This design comes from an exercise in tuning for small area, a short achievable clock period and few clock cycles on the open sky130 flow, not from production work. Only simulation tests tie the RTL to the original design; equivalence was not proved. Power figures rest on the tool's default switching activity, not on a simulated workload.

==> design/flow/design.v <==
module pipelined (
    input  logic        i_clk,
    input  logic        i_reset,
    input  logic [31:0] i_io_sw,
    output logic [8:0]  o_imem_addr,
    input  logic [31:0] i_imem_rdata,
    output logic [8:0]  o_dmem_addr,
    output logic [31:0] o_dmem_wdata,
    output logic [3:0]  o_dmem_wmask,
    output logic        o_dmem_we,
    input  logic [31:0] i_dmem_rdata,
    output logic [31:0] o_io_lcd,
    output logic [31:0] o_io_ledg,
    output logic [31:0] o_io_ledr,
    output logic [6:0]  o_io_hex0,
    output logic [6:0]  o_io_hex1,
    output logic [6:0]  o_io_hex2,
    output logic [6:0]  o_io_hex3,
    output logic [6:0]  o_io_hex4,
    output logic [6:0]  o_io_hex5,
    output logic [6:0]  o_io_hex6,
    output logic [6:0]  o_io_hex7,
    output logic [31:0] o_pc_debug,
    output logic        o_insn_vld
);
  logic [31:0] pc_f;
  logic        v_e;
  logic [31:0] ir_e, pc_e;
  logic        v_m;        
  logic        wr_m;       
  logic        ld_m;       
  logic        st_m;       
  logic        we_m;       
  logic [4:0]  rd_m;
  logic [2:0]  f3_m;
  logic [31:0] pc_m, res_m, sd_m;
  logic [3:0]  mask_m;
  logic        wr_w;       
  logic [4:0]  rd_w;
  logic [31:0] wd_w;
  logic [31:0] rf [1:31];
  logic [31:0] rv;         
  logic [31:1] oh1_e, oh2_e;   
  logic        fm1_e, fm2_e;   
  logic        fw1_e, fw2_e;   
  logic [31:0] ledr_q, ledg_q, lcd_q;
  logic [6:0]  hex_q [0:7];
  wire [4:0] opc = ir_e[6:2];
  wire [4:0] rs1 = ir_e[19:15];
  wire [4:0] rs2 = ir_e[24:20];
  wire [4:0] rd  = ir_e[11:7];
  wire [2:0] f3  = ir_e[14:12];
  wire d_lui   = opc == 5'b01101;
  wire d_auipc = opc == 5'b00101;
  wire d_jal   = opc == 5'b11011;
  wire d_jalr  = opc == 5'b11001;
  wire d_br    = opc == 5'b11000;
  wire d_ld    = opc == 5'b00000;
  wire d_st    = opc == 5'b01000;
  wire d_opi   = opc == 5'b00100;
  wire d_op    = opc == 5'b01100;
  wire known   = d_lui | d_auipc | d_jal | d_jalr | d_br | d_ld | d_st | d_opi | d_op;
  wire d_wr    = d_lui | d_auipc | d_jal | d_jalr | d_ld | d_opi | d_op;
  wire use1    = d_jalr | d_br | d_ld | d_st | d_opi | d_op;
  wire use2    = d_br | d_st | d_op;
  wire [31:0] imm_i = {{20{ir_e[31]}}, ir_e[31:20]};
  wire [31:0] imm_s = {{20{ir_e[31]}}, ir_e[31:25], ir_e[11:7]};
  wire [31:0] imm_b = {{20{ir_e[31]}}, ir_e[7], ir_e[30:25], ir_e[11:8], 1'b0};
  wire [31:0] imm_u = {ir_e[31:12], 12'b0};
  wire [31:0] imm_j = {{12{ir_e[31]}}, ir_e[19:12], ir_e[20], ir_e[30:21], 1'b0};
  logic [31:0] a, rb;
  always_comb begin
    a  = ({32{fm1_e}} & res_m) | ({32{fw1_e}} & wd_w);
    rb = ({32{fm2_e}} & res_m) | ({32{fw2_e}} & wd_w);
    for (int i = 1; i < 32; i++) begin
      a  = a  | ({32{oh1_e[i]}} & rf[i]);
      rb = rb | ({32{oh2_e[i]}} & rf[i]);
    end
  end
  wire stall = v_e & ld_m & wr_m & (((rd_m == rs1) & use1) | ((rd_m == rs2) & use2));
  wire go    = v_e & ~stall;
  wire [31:0] b = (d_op | d_br) ? rb : (d_st ? imm_s : imm_i);
  wire [31:0] sum = a + b;
  wire [32:0] dif = {1'b0, a} - {1'b0, b};
  wire ltu = dif[32];
  wire lt  = (a[31] ^ b[31]) ? a[31] : ltu;
  wire eq  = a == b;
  wire [4:0]  sh  = b[4:0];
  wire [31:0] sll = a << sh;
  wire        fill = ir_e[30] & a[31];
  wire [31:0] sr1 = sh[4] ? {{16{fill}}, a[31:16]}  : a;
  wire [31:0] sr2 = sh[3] ? {{8{fill}},  sr1[31:8]} : sr1;
  wire [31:0] sr3 = sh[2] ? {{4{fill}},  sr2[31:4]} : sr2;
  wire [31:0] sr4 = sh[1] ? {{2{fill}},  sr3[31:2]} : sr3;
  wire [31:0] srx = sh[0] ? {fill,       sr4[31:1]} : sr4;
  logic [31:0] alu;
  always_comb begin
    case (f3)
      3'b000:  alu = (d_op & ir_e[30]) ? dif[31:0] : sum;
      3'b001:  alu = sll;
      3'b010:  alu = {31'd0, lt};
      3'b011:  alu = {31'd0, ltu};
      3'b100:  alu = a ^ b;
      3'b101:  alu = srx;
      3'b110:  alu = a | b;
      default: alu = a & b;
    endcase
  end
  wire [31:0] pc_imm = d_jal ? imm_j : (d_auipc ? imm_u : imm_b);
  wire [31:0] pc_tgt = pc_e + pc_imm;
  wire [31:0] pc_lnk = pc_f;
  logic [31:0] res_e;
  always_comb begin
    if (d_lui)                res_e = imm_u;
    else if (d_auipc)         res_e = pc_tgt;
    else if (d_jal | d_jalr)  res_e = pc_lnk;
    else if (d_op | d_opi)    res_e = alu;
    else                      res_e = sum;       
  end
  logic br_t;
  always_comb begin
    case (f3)
      3'b000:  br_t = eq;
      3'b001:  br_t = ~eq;
      3'b100:  br_t = lt;
      3'b101:  br_t = ~lt;
      3'b110:  br_t = ltu;
      3'b111:  br_t = ~ltu;
      default: br_t = 1'b0;
    endcase
  end
  wire redirect = go & (d_jal | d_jalr | (d_br & br_t));
  wire [31:0] target = d_jalr ? {sum[31:1], 1'b0} : pc_tgt;
  logic [3:0]  mask_e;
  logic [31:0] sd_e;
  always_comb begin
    case (f3)
      3'b000:  begin mask_e = 4'b0001 << sum[1:0];            sd_e = {4{rb[7:0]}};  end
      3'b001:  begin mask_e = sum[1] ? 4'b1100 : 4'b0011;     sd_e = {2{rb[15:0]}}; end
      3'b010:  begin mask_e = 4'b1111;                        sd_e = rb;            end
      default: begin mask_e = 4'b0000;                        sd_e = rb;            end
    endcase
  end
  wire [11:0] lo11 = {1'b0, a[10:0]} + {1'b0, b[10:0]};
  wire hi_zero = a[31:11] == 21'd0;
  wire hi_one  = a[31:11] == 21'd1;
  wire hi_ones = &a[31:11];
  wire ram_e = b[11] ? (lo11[11] ? hi_zero : hi_one) : (lo11[11] ? hi_ones : hi_zero);
  assign o_imem_addr = pc_f[10:2];
  always_ff @(posedge i_clk) begin
    if (!i_reset)      pc_f <= 32'd0;
    else if (redirect) pc_f <= target;
    else if (!stall)   pc_f <= pc_f + 32'd4;
  end
  always_ff @(posedge i_clk) begin
    if (!i_reset)      v_e <= 1'b0;
    else if (redirect) v_e <= 1'b0;
    else if (!stall)   v_e <= 1'b1;
  end
  wire [31:0] ir_n = stall ? ir_e : i_imem_rdata;
  logic [31:0] rv_n;
  always_comb begin
    rv_n = rv;
    if (wr_w) rv_n[rd_w] = 1'b1;
  end
  wire       wr_mn = go & d_wr & (rd != 5'd0);
  wire [4:0] rs1_n = ir_n[19:15];
  wire [4:0] rs2_n = ir_n[24:20];
  wire fm1_n = wr_mn & (rd == rs1_n);
  wire fm2_n = wr_mn & (rd == rs2_n);
  wire fw1_n = wr_m & (rd_m == rs1_n) & ~fm1_n;
  wire fw2_n = wr_m & (rd_m == rs2_n) & ~fm2_n;
  always_ff @(posedge i_clk) begin
    fm1_e <= fm1_n;
    fm2_e <= fm2_n;
    fw1_e <= fw1_n;
    fw2_e <= fw2_n;
    for (int i = 1; i < 32; i++) begin
      oh1_e[i] <= (rs1_n == i[4:0]) & rv_n[i] & ~fm1_n & ~fw1_n;
      oh2_e[i] <= (rs2_n == i[4:0]) & rv_n[i] & ~fm2_n & ~fw2_n;
    end
  end
  always_ff @(posedge i_clk) begin
    if (!stall) begin
      ir_e <= i_imem_rdata;
      pc_e <= pc_f;
    end
  end
  always_ff @(posedge i_clk) begin
    if (!i_reset) begin
      v_m  <= 1'b0;
      wr_m <= 1'b0;
      ld_m <= 1'b0;
      st_m <= 1'b0;
      we_m <= 1'b0;
    end else begin
      v_m  <= go & known & (ir_e != 32'h00000013);
      wr_m <= go & d_wr & (rd != 5'd0);
      ld_m <= go & d_ld;
      st_m <= go & d_st;
      we_m <= go & d_st & ram_e & (mask_e != 4'b0000);
    end
  end
  always_ff @(posedge i_clk) begin
    rd_m   <= rd;
    f3_m   <= f3;
    pc_m   <= pc_e;
    res_m  <= res_e;
    sd_m   <= sd_e;
    mask_m <= mask_e;
  end
  assign o_dmem_addr  = res_m[10:2];
  assign o_dmem_wdata = sd_m;
  assign o_dmem_wmask = mask_m;
  assign o_dmem_we    = we_m;
  wire [19:0] pg = res_m[31:12];
  wire m_ram  = res_m[31:11] == 21'd0;
  wire m_ledr = pg == 20'h10000;
  wire m_ledg = pg == 20'h10001;
  wire m_hexl = pg == 20'h10002;
  wire m_hexh = pg == 20'h10003;
  wire m_lcd  = pg == 20'h10004;
  wire m_sw   = pg == 20'h10010;
  logic [31:0] io_word;
  always_comb begin
    io_word = 32'd0;
    if (m_ledr) io_word = ledr_q;
    if (m_ledg) io_word = ledg_q;
    if (m_hexl) io_word = {1'b0, hex_q[3], 1'b0, hex_q[2], 1'b0, hex_q[1], 1'b0, hex_q[0]};
    if (m_hexh) io_word = {1'b0, hex_q[7], 1'b0, hex_q[6], 1'b0, hex_q[5], 1'b0, hex_q[4]};
    if (m_lcd)  io_word = lcd_q;
    if (m_sw)   io_word = i_io_sw;
  end
  wire [31:0] word = m_ram ? i_dmem_rdata : io_word;
  logic [7:0]  ld_b;
  logic [15:0] ld_h;
  logic [31:0] ld_v;
  always_comb begin
    case (res_m[1:0])
      2'b00:   ld_b = word[7:0];
      2'b01:   ld_b = word[15:8];
      2'b10:   ld_b = word[23:16];
      default: ld_b = word[31:24];
    endcase
    ld_h = res_m[1] ? word[31:16] : word[15:0];
    case (f3_m)
      3'b000:  ld_v = {{24{ld_b[7]}}, ld_b};
      3'b100:  ld_v = {24'd0, ld_b};
      3'b001:  ld_v = {{16{ld_h[15]}}, ld_h};
      3'b101:  ld_v = {16'd0, ld_h};
      default: ld_v = word;
    endcase
  end
  wire [31:0] wb = ld_m ? ld_v : res_m;
  always_ff @(posedge i_clk) begin
    if (!i_reset) wr_w <= 1'b0;
    else          wr_w <= wr_m;
    rd_w <= rd_m;
    wd_w <= wb;
  end
  always_ff @(posedge i_clk) begin
    for (int i = 1; i < 32; i++)
      if (wr_w && rd_w == i[4:0]) rf[i] <= wd_w;
  end
  always_ff @(posedge i_clk) begin
    if (!i_reset)  rv <= 32'd0;
    else if (wr_w) rv[rd_w] <= 1'b1;
  end
  always_ff @(posedge i_clk) begin
    if (!i_reset) begin
      ledr_q <= 32'd0;
      ledg_q <= 32'd0;
      lcd_q  <= 32'd0;
      for (int i = 0; i < 8; i++) hex_q[i] <= 7'd0;
    end else if (st_m) begin
      for (int k = 0; k < 4; k++) begin
        if (mask_m[k]) begin
          if (m_ledr) ledr_q[8*k +: 8] <= sd_m[8*k +: 8];
          if (m_ledg) ledg_q[8*k +: 8] <= sd_m[8*k +: 8];
          if (m_lcd)  lcd_q[8*k +: 8]  <= sd_m[8*k +: 8];
          if (m_hexl) hex_q[k]         <= sd_m[8*k +: 7];
          if (m_hexh) hex_q[k+4]       <= sd_m[8*k +: 7];
        end
      end
    end
  end
  assign o_io_ledr = ledr_q;
  assign o_io_ledg = ledg_q;
  assign o_io_lcd  = lcd_q;
  assign o_io_hex0 = hex_q[0];
  assign o_io_hex1 = hex_q[1];
  assign o_io_hex2 = hex_q[2];
  assign o_io_hex3 = hex_q[3];
  assign o_io_hex4 = hex_q[4];
  assign o_io_hex5 = hex_q[5];
  assign o_io_hex6 = hex_q[6];
  assign o_io_hex7 = hex_q[7];
  assign o_pc_debug = pc_m;
  assign o_insn_vld = v_m;
endmodule
==> design/flow/flow/run.sh <==
#!/bin/bash
# The standard layout (the standard.sh, standard synthesis unchanged), with the
# timing repair steps asked to leave extra setup slack so that they work the
# critical paths down further than the 15 ns clock alone requires.
set -euo pipefail
MARGIN=$(cat flow/margin.txt)
bash standard.sh synth > synth.log 2>&1
bash standard.sh SETUP_SLACK_MARGIN=$MARGIN finish > layout.log 2>&1
==> design/flow/flow/margin.txt <==
10
==> design/flow/standard.sh <==
#!/bin/bash
# synth_recipe.tcl (not shown) runs the flow's synth.tcl, then flattens the netlist and writes it again
# the make line also repeats each setting of config.mk as NAME=value (left out here)
make -C /OpenROAD-flow-scripts/flow DESIGN_CONFIG=/design/flow/config.mk WORK_HOME=/design/flow/orfs CLKGATE_MAP_FILE= SYNTH_SCRIPT=/design/flow/synth_recipe.tcl "${@:-finish}"
==> design/flow/config.mk <==
export PLATFORM = sky130hd
export DESIGN_NAME = pipelined
export DESIGN_NICKNAME = pipelined
export VERILOG_FILES = /design/flow/design.v
export SDC_FILE = /design/flow/constraint.sdc
export NUM_CORES = 4
export LEC_CHECK = 0
export CAP_MARGIN = 20
export CORE_MARGIN = 2
export CORE_UTILIZATION = 45
export SLEW_MARGIN = 20
export TNS_END_PERCENT = 0
==> design/flow/constraint.sdc <==
create_clock -name core_clock -period 15.0 [get_ports {i_clk}]
set_input_delay 3.0000 -clock core_clock [delete_from_list [all_inputs] [get_ports {i_clk}]]
set_output_delay 3.0000 -clock core_clock [all_outputs]
set_load 0.01 [all_outputs]
==> reports/qor.txt, run 1 <==
status - timing/DRC/antenna clean
Worst path most repeated cell - nor2_1
Root Driver - clkbuf_16
H-tree Lvls - 4
Reg-to-Reg End - pc_f[22]
CTS Buffer Depth - 3
RSZ-0062 raised after global routing - yes
Num Clock Sinks - 1,489
pwr dens - 107 nW/um^2
Via density - 7.72
Mapped Avg Cell Area - 10.8 um^2
post-route setup TNS - 0 ns
die area - 166,000 um^2
CP max FO - 9
clock transition at the registers of the reported paths - 0.06 ns
met2 routed WL - 168,000 um
hpwl dp - 258,000 um
ys flop type - edfxtp_1
Iteration-0 DRC Markers - 17,400
minimum clock period - 5.65 ns
top cell type's share of synthesized area - 43.0%
max-slew violation count - 0
min setup slack post-route - 9.35 ns
GPL Wtd Cong - 1.06
CTS tree - done
critical path's slowest cell - nor2_1
vias in the first global route - 67,300
synthesis-to-finish area growth - 22.6%
Post-Route WL - 424,000 um
global route total overflow - 0
unique cell type count in the Yosys netlist - 97
PortBufs - 337
share of post-route cells with drive strength above 1 - 15.4%
Row Count - 147
design area - 89,500 um^2
Starting Density - 45.4%
GRT Total Usage - 49.9%
Critical Path RT - 15.68 ns
fmax - 177 MHz
Yosys Warn Count - 3
top routing layer in use - met5
I/O pin count - 338
register area share after synthesis - 55.2%
Worst-Skew Late Latency - 0.87 ns
max cap viols - 0
Worst Tran Pin Value - 1.37 ns
die width - 407 um
Hold Path Class - register to register
pre-CTS WS - 7.87 ns
Worst setup EP type - register
final hold vios - 0
worst-case reg-to-reg path depth - 20
antenna violations before repair - 45
TritonRoute pass-1 iters - 17
die height - 407 um
clock buffer count from CTS - 159
hold path startpoint - pc_e[17]
Non-Filler Instances - 9,577
hold depth - 0
Via Count - 73,900
Layout Skew - 0.0539 ns
Final setup viols - 0
most area-consuming cells after synthesis - edfxtp_1, dfxtp_1, a22oi_1
Mapped Cells - 6,769
setup slack, reg-to-reg - 9.37 ns
met3 WL - 70,200 um
worst-path cell chain - clkdlybuf4s50_1, nor2_1, a41oi_1, mux2i_1, nor3b_1, o41ai_4, buf_4, a21oi_1, nor2_1
first-pass GRT wire length - 567,000 um
Residual DRC - 0
Final period util - 37.7%
area of the core - 161,000 um^2
Worst VDD drop - 0.145 mV
CP startpoint kind - input port
Reg2Reg Launch Point - oh2_e[7]
drt wl/cell - 44.3 um
CP arrival - 6.33 ns
EDFF count, synth - 1,046
M1 wire length - 140,000 um
Synth Register Bits - 1,489
Post-Place Cell Area - 79,400 um^2
nets - 7,467
Worst slew margin - 8.09%
Post-Synthesis Cell Area - 73,000 um^2
asr flop ratio synth - 0%
placed cells - 9,003
syn nets - 7,003
area leader, netlist - edfxtp_1
Hold Crit Endpoint - pc_m[17]
critical path type - input port to register
largest net degree at the start of global routing - 92
Routed Antenna Nets - 0
Post-CTS Hold Fix Bufs - 0
Leak - 30.5 nW
CP peak stage delay - 0.69 ns
## Yosys cell counts (42+ instances only)
cell      instances
mux2_2           51
clkbuf_1        361
a22o_1          183
nand3_1         165
mux2i_1          82
o21ai_0         188
a222oi_1         91
nor3_1          203
nor2_1          360
nor4_1           70
or3_1            42
edfxtp_1       1046
o21a_1           48
a21oi_1         464
a21o_1           43
o211ai_1         55
a31oi_1          72
nand2_1         679
a22oi_1         655
a221oi_1        199
nand4_1         169
ha_1            133
dfxtp_1         443
a211oi_1         70
inv_1           131
buf_1            83
xnor2_1          80
## cells in the final DEF, fill, tap and decap left out, drive strengths merged, types with 55 or more instances in the layout
cell type,count
o21ai,191
nor3,205
a222oi,91
nand3,165
ha,133
xnor2,80
nor4,70
clkbuf,212
dfxtp,443
buf,444
nand2,679
clkdlybuf4s50,337
nand4,170
a221oi,200
a211oi,71
a31oi,72
edfxtp,1046
o211ai,55
a22oi,655
nor2,363
mux2i,82
inv,148
a21oi,464
a22o,183
## repair_timing
| item | CTS | global route |
|---|---|---|
| setup endpoints to repair | 175 | 184 |
| cloned | 24 | 0 |
| resized for setup | 483 | 27 |
| endpoints found under the hold margin | 0 | 0 |
| pin swaps | 86 | 21 |
| buffers inserted | 190 | 10 |
## stage by stage
stage | power, W | hold WS [ns] | util (%)
4_1_cts | 0.00946 | 0.385 | 55.3
5_1_grt | 0.00970 | 0.396 | 55.6
6_report | 0.00956 | 0.379 | 55.6
2_1_floorplan | 0.00507 | 0.346 | -
3_5_place_dp | 0.00544 | 0.373 | 49.3
3_3_place_gp | 0.00545 | 0.376 | 49.3
## power by group
group / internal [W] / leakage, nW / switching (W)
Clock: 0.00226 / 2.55 / 0.00182
Combinational: 0.000254 / 14.7 / 0.000530
Sequential: 0.00451 / 13.2 / 0.000184
Total: 0.00702 / 30.5 / 0.00254
## logic make-up after synthesis
logic type / synth area share [%]
multiplexers: 2.10
AO/OA/AOI/OAI: 23.2
buffers and inverters: 3.46
adder cells (fa/ha/maj): 2.36
AND/OR/NAND/NOR: 12.3
flip-flops: 55.2
XOR/XNOR: 1.44
## final cells by class
cell class,count,area [um^2]
Inverter,137,534
Fill cell,13700,71400
Antenna cell,50,125
Multi-Input combinational cell,4646,31900
Timing Repair Buffer,799,8560
Clock buffer,212,4290
Clock inverter,83,1010
Tap cell,2160,2700
Sequential cell,1489,40500
Timing Repair inverter,1,6.26
## state kept, by name, summed over array words and instances (netlist names), 3 cells and up
name    cells
rf        992
hex_q      56
oh2_e      31
ledr_q     32
wd_w       32
lcd_q      32
ir_e       32
pc_e       32
mask_m      4
rv         31
res_m      32
pc_m       32
sd_m       32
ledg_q     32
f3_m        3
rd_w        5
pc_f       32
rd_m        5
oh1_e      31
## critical path, delay by kind of cell
kind                   cells  cell delay [ns]
buffers and inverters      2             0.88
multiplexers               1             0.19
AND/OR/NAND/NOR            3             0.99
AO/OA/AOI/OAI              3             1.27
## metal layers
metal / vias up / track usage [%]
met5: - / 2.91
met4: 48 / 39.5
met3: 2704 / 25.6
met2: 8148 / 68.6
met1: 35200 / 58.0
li1: 27800 / -
## how the worst max path moves through the flow
stage	startpoint	end	cells past startpoint
floorplan	ir_e[2]	pc_f[31]	21
global placement	oh2_e[21]	pc_f[14]	23
detailed placement	oh2_e[21]	pc_f[14]	21
CTS	oh2_e[30]	pc_f[22]	21
global route	oh2_e[21]	pc_f[22]	21
finish	i_dmem_rdata[23]	wd_w[20]	9
Testbench counts, summed over its fixed seeds: cycles 84,444.
==> inputs of run 2 (changes only) <==
--- a/design/flow/design.v
+++ b/design/flow/design.v
@@ -25,6 +25,7 @@
 );
   logic [31:0] pc_f;
   logic        v_e;
+  logic        pt_e;       
   logic [31:0] ir_e, pc_e;
   logic        v_m;        
   logic        wr_m;       
@@ -108,7 +109,7 @@
   end
   wire [31:0] pc_imm = d_jal ? imm_j : (d_auipc ? imm_u : imm_b);
   wire [31:0] pc_tgt = pc_e + pc_imm;
-  wire [31:0] pc_lnk = pc_f;
+  wire [31:0] pc_lnk = pc_e + 32'd4;
   logic [31:0] res_e;
   always_comb begin
     if (d_lui)                res_e = imm_u;
@@ -129,7 +130,7 @@
       default: br_t = 1'b0;
     endcase
   end
-  wire redirect = go & (d_jal | d_jalr | (d_br & br_t));
+  wire redirect = go & ((d_jal & ~pt_e) | d_jalr | (d_br & br_t));
   wire [31:0] target = d_jalr ? {sum[31:1], 1'b0} : pc_tgt;
   logic [3:0]  mask_e;
   logic [31:0] sd_e;
@@ -147,10 +148,16 @@
   wire hi_ones = &a[31:11];
   wire ram_e = b[11] ? (lo11[11] ? hi_zero : hi_one) : (lo11[11] ? hi_ones : hi_zero);
   assign o_imem_addr = pc_f[10:2];
+  wire [31:0] ir_f  = i_imem_rdata;
+  wire f_jal  = ir_f[6:2] == 5'b11011;
+  wire fit_j  = (ir_f[20] == ir_f[31]) & (ir_f[19:12] == {8{ir_f[31]}});
+  wire [11:0] f_lo = {1'b0, pc_f[10:0]} + {1'b0, ir_f[30:21], 1'b0};
+  wire f_pt   = f_jal & fit_j & (f_lo[11] == ir_f[31]);
+  wire [31:0] f_tgt = {pc_f[31:11], f_lo[10:0]};
   always_ff @(posedge i_clk) begin
     if (!i_reset)      pc_f <= 32'd0;
     else if (redirect) pc_f <= target;
-    else if (!stall)   pc_f <= pc_f + 32'd4;
+    else if (!stall)   pc_f <= f_pt ? f_tgt : pc_f + 32'd4;
   end
   always_ff @(posedge i_clk) begin
     if (!i_reset)      v_e <= 1'b0;
@@ -184,6 +191,7 @@
     if (!stall) begin
       ir_e <= i_imem_rdata;
       pc_e <= pc_f;
+      pt_e <= f_pt;
     end
   end
   always_ff @(posedge i_clk) begin
--- a/design/flow/config.mk
+++ b/design/flow/config.mk
@@ -9,4 +9,3 @@
 export CORE_MARGIN = 2
 export CORE_UTILIZATION = 45
 export SLEW_MARGIN = 20
-export TNS_END_PERCENT = 0
==> reports/qor.txt, run 2 <==
status - timing/DRC/antenna clean
I/O pin count - 338
Mapped Avg Cell Area - 10.8 um^2
worst-path cell chain - buf_12, buf_8, a22o_1, a221oi_1, nand4_1, nor3_4, buf_4, nand2_2, o21a_1, ha_2, a221oi_2, o211ai_1, buf_4, o2111ai_4, nand3_4, and3_4, or3_4, a21bo_4, a21o_4, buf_6, a21oi_4, o22ai_2
Num Clock Sinks - 1,490
CTS tree - done
Mapped Cells - 6,717
CP startpoint kind - register
Starting Density - 45.3%
H-tree Lvls - 4
syn nets - 6,963
ys flop type - edfxtp_1
GRT Total Usage - 49.8%
Layout Skew - 0.0748 ns
Residual DRC - 0
clock buffer count from CTS - 159
Worst VDD drop - 0.121 mV
critical path type - register to register
Worst slew margin - 20.0%
top routing layer in use - met5
pre-CTS WS - 7.59 ns
antenna violations before repair - 39
first-pass GRT wire length - 564,000 um
Worst-Skew Late Latency - 0.84 ns
max cap viols - 0
Post-Synthesis Cell Area - 72,800 um^2
worst-case reg-to-reg path depth - 22
critical path's slowest cell - ha_2
Critical Path RT - 15.67 ns
synthesis-to-finish area growth - 28.1%
die width - 406 um
Final Total Pwr - 0.00966 W
Post-Route WL - 427,000 um
hold path startpoint - pc_f[0]
asr flop ratio synth - 0%
Root Driver - clkbuf_16
# fillers - 13,300
Routed Antenna Nets - 0
EDFF count, synth - 1,047
register area share after synthesis - 55.4%
CP max FO - 14
Final setup viols - 0
unique cell type count in the Yosys netlist - 94
Yosys Warn Count - 3
Via density - 7.60
fin util - 58.1%
CTS Buffer Depth - 3
Non-Filler Instances - 9,718
largest net degree at the start of global routing - 101
vias in the first global route - 67,200
Via Count - 73,900
area leader, netlist - edfxtp_1
multi-input combinational cell area - 33,300 um^2
Worst path most repeated cell - buf_4
Iteration-0 DRC Markers - 17,300
most frequent cells in the layout - edfxtp_1, a22oi_1, nand2_1
die area - 165,000 um^2
Most flops, register - rf
Worst setup EP type - register
setup slack, reg-to-reg - 9.60 ns
Hold Path Class - register to register
commonest non-fill, non-tap cell in the layout - edfxtp_1
max reg flops - 992
RSZ-0062 raised after global routing - yes
M1 wire length - 142,000 um
top cell type's share of synthesized area - 43.2%
min setup slack post-route - 9.60 ns
Final period util - 36.0%
CP peak stage delay - 0.43 ns
Reg-to-Reg End - pc_f[25]
drt wl/cell - 43.9 um
TritonRoute pass-1 iters - 15
Leak - 32.4 nW
nets - 7,634
count leader, synth - edfxtp_1
most area-consuming cells after synthesis - edfxtp_1, dfxtp_1, a22oi_1
global route total overflow - 0
top post-synthesis cells by count - edfxtp_1, a22oi_1, nand2_1
Synth Register Bits - 1,490
Hold Crit Endpoint - pc_e[0]
CP arrival - 6.07 ns
Worst Tran Pin Value - 1.20 ns
PortBufs - 337
max-slew violation count - 0
register area - 40,500 um^2
met2 routed WL - 172,000 um
die height - 406 um
Reg2Reg Launch Point - oh2_e[24]
met3 WL - 68,400 um
clock transition at the registers of the reported paths - 0.06 ns
fmax - 185 MHz
hold depth - 0
final hold vios - 0
area of the core - 161,000 um^2
placed cells - 8,988
GPL Wtd Cong - 1.05
biggest regs - rf x992, hex_q x56
pwr dens - 104 nW/um^2
hpwl dp - 257,000 um
Row Count - 147
post-route setup TNS - 0 ns
minimum clock period - 5.40 ns
share of post-route cells with drive strength above 1 - 20.7%
## run 2: cell count changes after synthesis, moves of 17 or more
cell / before / now
nor3_1: 203 / 177
mux2_2: 51 / 22
xor2_1: 40 / 57
or3_1: 42 / 13
clkbuf_1: 361 / 327
nor2_1: 360 / 413
mux2i_1: 82 / 141
a22o_1: 183 / 157
a221oi_1: 199 / 174
xnor2_1: 80 / 101
a22oi_1: 655 / 701
## run 2: cell families after synthesis
group	Yosys count	share of synthesized area, %
adder cells (fa/ha/maj)	148	2.58
AO/OA/AOI/OAI	2259	22.1
AND/OR/NAND/NOR	1857	11.7
buffers and inverters	620	3.41
flip-flops	1490	55.4
multiplexers	185	2.95
XOR/XNOR	158	1.90
## run 2: worst max-delay path by stage
stage	start	to	slack (ns)	cells after the start
after global routing	oh2_e[29]	pc_f[25]	9.59	22
after floorplan	i_imem_rdata[21]	pc_f[16]	9.55	13
final	oh2_e[24]	pc_f[25]	9.60	22
after CTS	oh2_e[30]	pc_f[25]	9.77	22
after detailed placement	oh2_e[10]	res_m[22]	7.59	23
after global placement	oh2_e[10]	res_m[22]	7.61	23
## run 2: repair_timing
action | CTS | global route
pin swaps | 156 | 153
gates resized for setup | 674 | 279
setup buffers | 235 | 127
hold buffers | 0 | 0
cloned | 34 | 2
endpoints found under the setup margin | 170 | 113
## run 2: per-stage QoR
stage	cell area, um^2	hold slack (ns)
after floorplan	73000	0.329
after global placement	79300	0.414
after detailed placement	79300	0.423
after CTS	90800	0.440
after global routing	93200	0.451
final	93300	0.443
## run 2: cell type report
cell class	count	share of cell area [%]
Multi-Input combinational cell	4608	35.7
Antenna cell	35	0.0939
Tap cell	2160	2.90
Clock buffer	198	4.56
Clock inverter	98	1.32
Timing Repair Buffer	983	11.4
Inverter	146	0.614
Sequential cell	1490	43.4
## run 2: critical path: cells and delay by family, from the launching register on
| family | cells | cell delay (ns) |
|---|---|---|
| AO/OA/AOI/OAI | 10 | 2.23 |
| AND/OR/NAND/NOR | 6 | 1.37 |
| adder cells (fa/ha/maj) | 1 | 0.43 |
| buffers and inverters | 5 | 0.81 |
| flip-flops | 1 | 0.35 |
## run 2: routing by layer
metal  GRT usage [%]  up-vias
li1                -    27800
met1            58.6    35600
met2            70.4     7847
met3            23.6     2621
met4            37.1       42
met5            1.01        -
## run 2: power by group
part           switching (W)  total, W  internal [W]
Sequential          0.000135   0.00465       0.00451
Clock                0.00180   0.00415       0.00234
Combinational       0.000569  0.000865      0.000296
Total                0.00251   0.00966       0.00715
Testbench counts of run 2, summed over its fixed seeds: cycles 83,240.

re-timing with driven ports:
The flow's constraints put no driver on any port. The routed layouts listed below were extracted and timed again, unchanged, in two steps.
Step 1 assumes that a clkbuf_16 drives the clock port and a buf_2 every other input.
Step 2 moves the port delays by t, midway between the first and last clock arrival at a register: inputs arrive t later, outputs are due t later. That takes back most of the time a late clock gives input paths.
Slacks: ideal ports / drivers / drivers and shift; pairs: ideal ports / drivers.
run | shift t [ns] | setup WS [ns] | hold slack, ns | worst setup path after step 2 | worst slew at a driven data input, ns
run 1 | 0.933 | 9.349 / 9.370 / 8.481 | 0.379 / 0.379 / 0.379 | input to register | 0.12
run 2 | 0.893 | 9.595 / 9.595 / 8.962 | 0.443 / 0.443 / 0.443 | input to register | 0.11
After both steps every run listed still meets setup and hold. For run 1, which loses most, drivers alone change the setup slack by +0.021 ns; drivers and shift together by -0.868 ns.
